What follows belongs to an exercise in optimizing a design on an open flow for small area; a production flow would make more cautious choices. Only simulation tests tie the RTL to the original design; equivalence was not proved. The flow treats the clock pin as an ideal source. Dropping or thinning the clock tree relies on that and would not hold on a real chip. No activity file was given, so power comes from the tool's default toggle rates.

## cpu
module cpu(clk,reset,memdata,memread,memwrite,adr,writedata,groundconstant);
==> module cpu, before the edit <==
module cpu(clk,reset,memdata,memread,memwrite,adr,writedata,groundconstant);
input        clk;
input        reset;
input  [7:0] memdata;
input        groundconstant;
output       memread;
output       memwrite;
output [7:0] adr;
output [7:0] writedata;
localparam C_NOP = 3'd0, C_J = 3'd1, C_BEQ = 3'd2, C_SB = 3'd3, C_LB = 3'd4, C_R = 3'd5;
reg  [2:0] ph;       
reg  [1:0] rnd;      
reg  [2:0] cls;      
reg  [5:0] pc;       
reg  [7:0] ar;       
reg  [7:0] wd;       
reg  [2:0] f;        
reg        c;        
reg  [7:0] rf [1:7];
wire is_j = cls == C_J, is_beq = cls == C_BEQ, is_lb = cls == C_LB, is_r = cls == C_R, is_sb = cls == C_SB;
wire r0 = rnd == 2'd0, r1 = rnd == 2'd1, r2 = rnd == 2'd2, r3 = rnd == 2'd3;
wire       use_ar = r2 && (is_lb || is_sb);
wire [1:0] idx = r0 ? 2'd1 : r1 ? 2'd3 : r2 ? (is_r ? 2'd2 : 2'd3) : 2'd0;
assign adr       = use_ar ? ar : {pc, idx};
assign memwrite  = is_sb && r2 && ph == 3'd0;
assign memread   = ~memwrite;
assign writedata = wd;
wire [2:0] ra = r0 ? memdata[7:5] : f;
reg        pr;
always @(*)
  case (ra)
    3'd1: pr = rf[1][0];
    3'd2: pr = rf[2][0];
    3'd3: pr = rf[3][0];
    3'd4: pr = rf[4][0];
    3'd5: pr = rf[5][0];
    3'd6: pr = rf[6][0];
    3'd7: pr = rf[7][0];
    default: pr = 1'b0;
  endcase
wire       mb = memdata[ph];
wire [5:0] fn = memdata[5:0];
wire       rr    = is_r && r1;
wire       f_slt = fn == 6'b101010;
wire       f_sub = fn == 6'b100010 || f_slt;
wire       f_add = fn == 6'b100000;
wire       f_and = fn == 6'b100100;
wire       sub   = rr && f_sub;
wire       lor   = rr && !f_sub && !f_add && !f_and;
wire       land  = rr && f_and || is_beq && r2;
wire       x  = r3 ? (!is_j && pc[0]) : r0 ? pr : is_beq ? c : is_j ? 1'b0 : ar[0];
wire       y  = r0 ? 1'b0 : r3 ? ((is_j || is_beq) && ar[0]) : is_r ? pr : mb;
wire       yy = y ^ sub;
wire       ci = (ph == 3'd0) ? (sub || r3 && !is_j) : c;
wire       s  = x ^ yy ^ ci;
wire       co = (x & yy) | (ci & (x ^ yy));
wire       res = land ? (x & y) : lor ? (x | y) : s;
wire       we = r2 && (is_lb || is_r);
wire [2:0] wa = is_lb ? f : memdata[5:3];
wire       wb = is_lb ? mb : c ? (ph == 3'd0 && ar[7]) : ar[0];
integer i;
always @(posedge clk) begin
  for (i = 1; i < 8; i = i + 1)
    rf[i] <= {(we && wa == i) ? wb : rf[i][0], rf[i][7:1]};
  wd <= {pr, wd[7:1]};
  if (!(is_lb && r2)) ar <= {res, ar[7:1]};
  if (is_beq && r1) c <= (ph == 3'd0 || c) && (ar[0] == pr);
  else if (rr && ph == 3'd7) c <= f_slt;
  else if (!((is_r || is_beq) && r2)) c <= co;
  if (r0) f <= memdata[2:0];
  if (r3 && ph == 3'd7)
    case (memdata[7:2])
      6'b100000: cls <= C_LB;
      6'b101000: cls <= C_SB;
      6'b000000: cls <= C_R;
      6'b000100: cls <= C_BEQ;
      6'b000010: cls <= C_J;
      default:   cls <= C_NOP;
    endcase
  if (reset) begin
    ph  <= 3'd7;
    rnd <= 2'd3;
    pc  <= 6'd0;
  end else begin
    ph[0] <= ~ph[0];
    ph[1] <= ph[1] ^ ph[0];
    ph[2] <= ph[2] ^ (ph[1] & ph[0]);
    if (ph == 3'd7) rnd <= {rnd[1] ^ rnd[0], ~rnd[0]};
    if (r3 && ph < 3'd6) pc <= {s, pc[5:1]};
  end
end
endmodule
Settings: LEC_CHECK=0, CAP_MARGIN=20, CORE_MARGIN=2, CORE_UTILIZATION=75, PLACE_DENSITY=0.9, SLEW_MARGIN=20; clock period 5.0 ns.
standard.sh (not shown) runs the stock make flow with config.mk's settings and CLKGATE_MAP_FILE= SYNTH_SCRIPT=/design/flow/synth_recipe.tcl, a recipe that flattens the netlist after the stock synthesis.
==> flow/flow/run.sh <==
#!/bin/bash
# The standard layout (standard.sh), changed in ways that do not change the
# design or what is measured:
#  - synthesis is the standard synthesis script (synth_recipe.tcl and ORFS's
#    synth.tcl) with only its ABC script replaced by an area-oriented one
#    (flow/abc_area.script) and its full-adder extraction skipped, so that
#    ABC maps all the logic; flip-flop mapping, flattening and renaming are
#    untouched, so the registers are the standard synthesis's;
#  - port buffers are the smallest buffer (buf_1) instead of clkdlybuf4s50_1;
#  - the clock tree is a two-level tree of clkbuf_8 leaves, each driving an
#    equal share of the flip-flops, under one clkbuf_4 (flow/cts_grid.tcl),
#    in place of TritonCTS.
# Each tool's log is under orfs/logs; the make output goes to standard.log.
set -euo pipefail
here=$(pwd)
sed -e "s#\[env_var_exists_and_non_empty ADDER_MAP_FILE\] &&#0 \&\&#" \
  -e "s#log_cmd abc {\*}\$abc_args#log_cmd abc -script $here/flow/abc_area.script {*}\$lib_args {*}\$lib_dont_use_args -constr \$::env(OBJECTS_DIR)/abc.constr#" \
  "$FLOW_HOME/scripts/synth.tcl" > synth_core.tcl
grep -q "flow/abc_area.script" synth_core.tcl
grep -q "^  0 &&" synth_core.tcl
sed "s#source \$::env(SCRIPTS_DIR)/synth.tcl#source $here/synth_core.tcl#" synth_recipe.tcl > my_synth.tcl
grep -q "synth_core.tcl" my_synth.tcl
sed "s#SYNTH_SCRIPT=[^ ]*#SYNTH_SCRIPT=$here/my_synth.tcl#" standard.sh > my_standard.sh
grep -q "my_synth.tcl" my_standard.sh
export BUFFER_PORTS_ARGS="-buffer_cell sky130_fd_sc_hd__buf_1"
export PRE_CTS_TCL="$here/flow/cts_grid.tcl"
export CLK_COLS=3 CLK_ROWS=2
export CLK_LEAF_BUF=sky130_fd_sc_hd__clkbuf_8 CLK_ROOT_BUF=sky130_fd_sc_hd__clkbuf_4
bash my_standard.sh > standard.log 2>&1
Other scripts of this flow, unchanged in this note and not shown: flow/flow/abc_area.script, flow/flow/cts_grid.tcl
Rerun with:
--- a/flow/design.v
+++ b/flow/design.v
@@ -8,7 +8,7 @@
 output       memwrite;
 output [7:0] adr;
 output [7:0] writedata;
-localparam C_NOP = 3'd0, C_J = 3'd1, C_BEQ = 3'd2, C_SB = 3'd3, C_LB = 3'd4, C_R = 3'd5;
+localparam C_NOP = 3'd2, C_J = 3'd1, C_BEQ = 3'd3, C_SB = 3'd6, C_LB = 3'd4, C_R = 3'd0;
 reg  [2:0] ph;       
 reg  [1:0] rnd;      
 reg  [2:0] cls;      
@@ -59,6 +59,8 @@
 wire       we = r2 && (is_lb || is_r);
 wire [2:0] wa = is_lb ? f : memdata[5:3];
 wire       wb = is_lb ? mb : c ? (ph == 3'd0 && ar[7]) : ar[0];
+wire [5:0] op = memdata[7:2];
+wire       op_ok = !op[4] && !op[0] && (op[5] ? !op[2] && !op[1] : !op[3] && !(op[2] && op[1]));
 integer i;
 always @(posedge clk) begin
   for (i = 1; i < 8; i = i + 1)
@@ -70,14 +72,7 @@
   else if (!((is_r || is_beq) && r2)) c <= co;
   if (r0) f <= memdata[2:0];
   if (r3 && ph == 3'd7)
-    case (memdata[7:2])
-      6'b100000: cls <= C_LB;
-      6'b101000: cls <= C_SB;
-      6'b000000: cls <= C_R;
-      6'b000100: cls <= C_BEQ;
-      6'b000010: cls <= C_J;
-      default:   cls <= C_NOP;
-    endcase
+    cls <= op_ok ? {op[5], op[3] | op[2], op[2] | op[1]} : C_NOP;
   if (reset) begin
     ph  <= 3'd7;
     rnd <= 2'd3;
Sequential power went down by 2.4%; final area goes down by 0.85%; worst setup slack is worse by 0.059 ns; fmax drops by 1.4%; synthesized cell count fell by 1.1%; routed wire length increases by 6.6%; final cell count drops by 0.58%.
No run of this note takes its clock network from TritonCTS; it comes from the design's own scripts or RTL.

-- re-timing with driven ports --
No port has a modelled driver above. Below, the same layouts with a new extraction and two added sets of constraints. Step 1 assumes that a clkbuf_16 drives the clock port and a buf_2 every other input. Step 2 times the ports against the registers' clock, not the clock port: input delays grow and output delays shrink by t, the midpoint of the rising clock arrivals with the driver on. Slacks: ideal / step 1 / step 2; pairs: ideal / step 1.
| run | t, ns | setup slack, ns | slew at the worst register clock pin (ns) | worst data-port slew with drivers (ns) |
|---|---|---|---|---|
| the first run | 0.417 | 0.836 / 0.836 / 0.612 | 0.09 / 0.09 | 0.03 |
| the second run | 0.417 | 0.777 / 0.777 / 0.755 | 0.09 / 0.09 | 0.03 |
After both steps setup and hold are still met in every run listed. The setup slack of the first run, which loses most, moves by 0.000 ns with the drivers and by -0.224 ns with both steps.
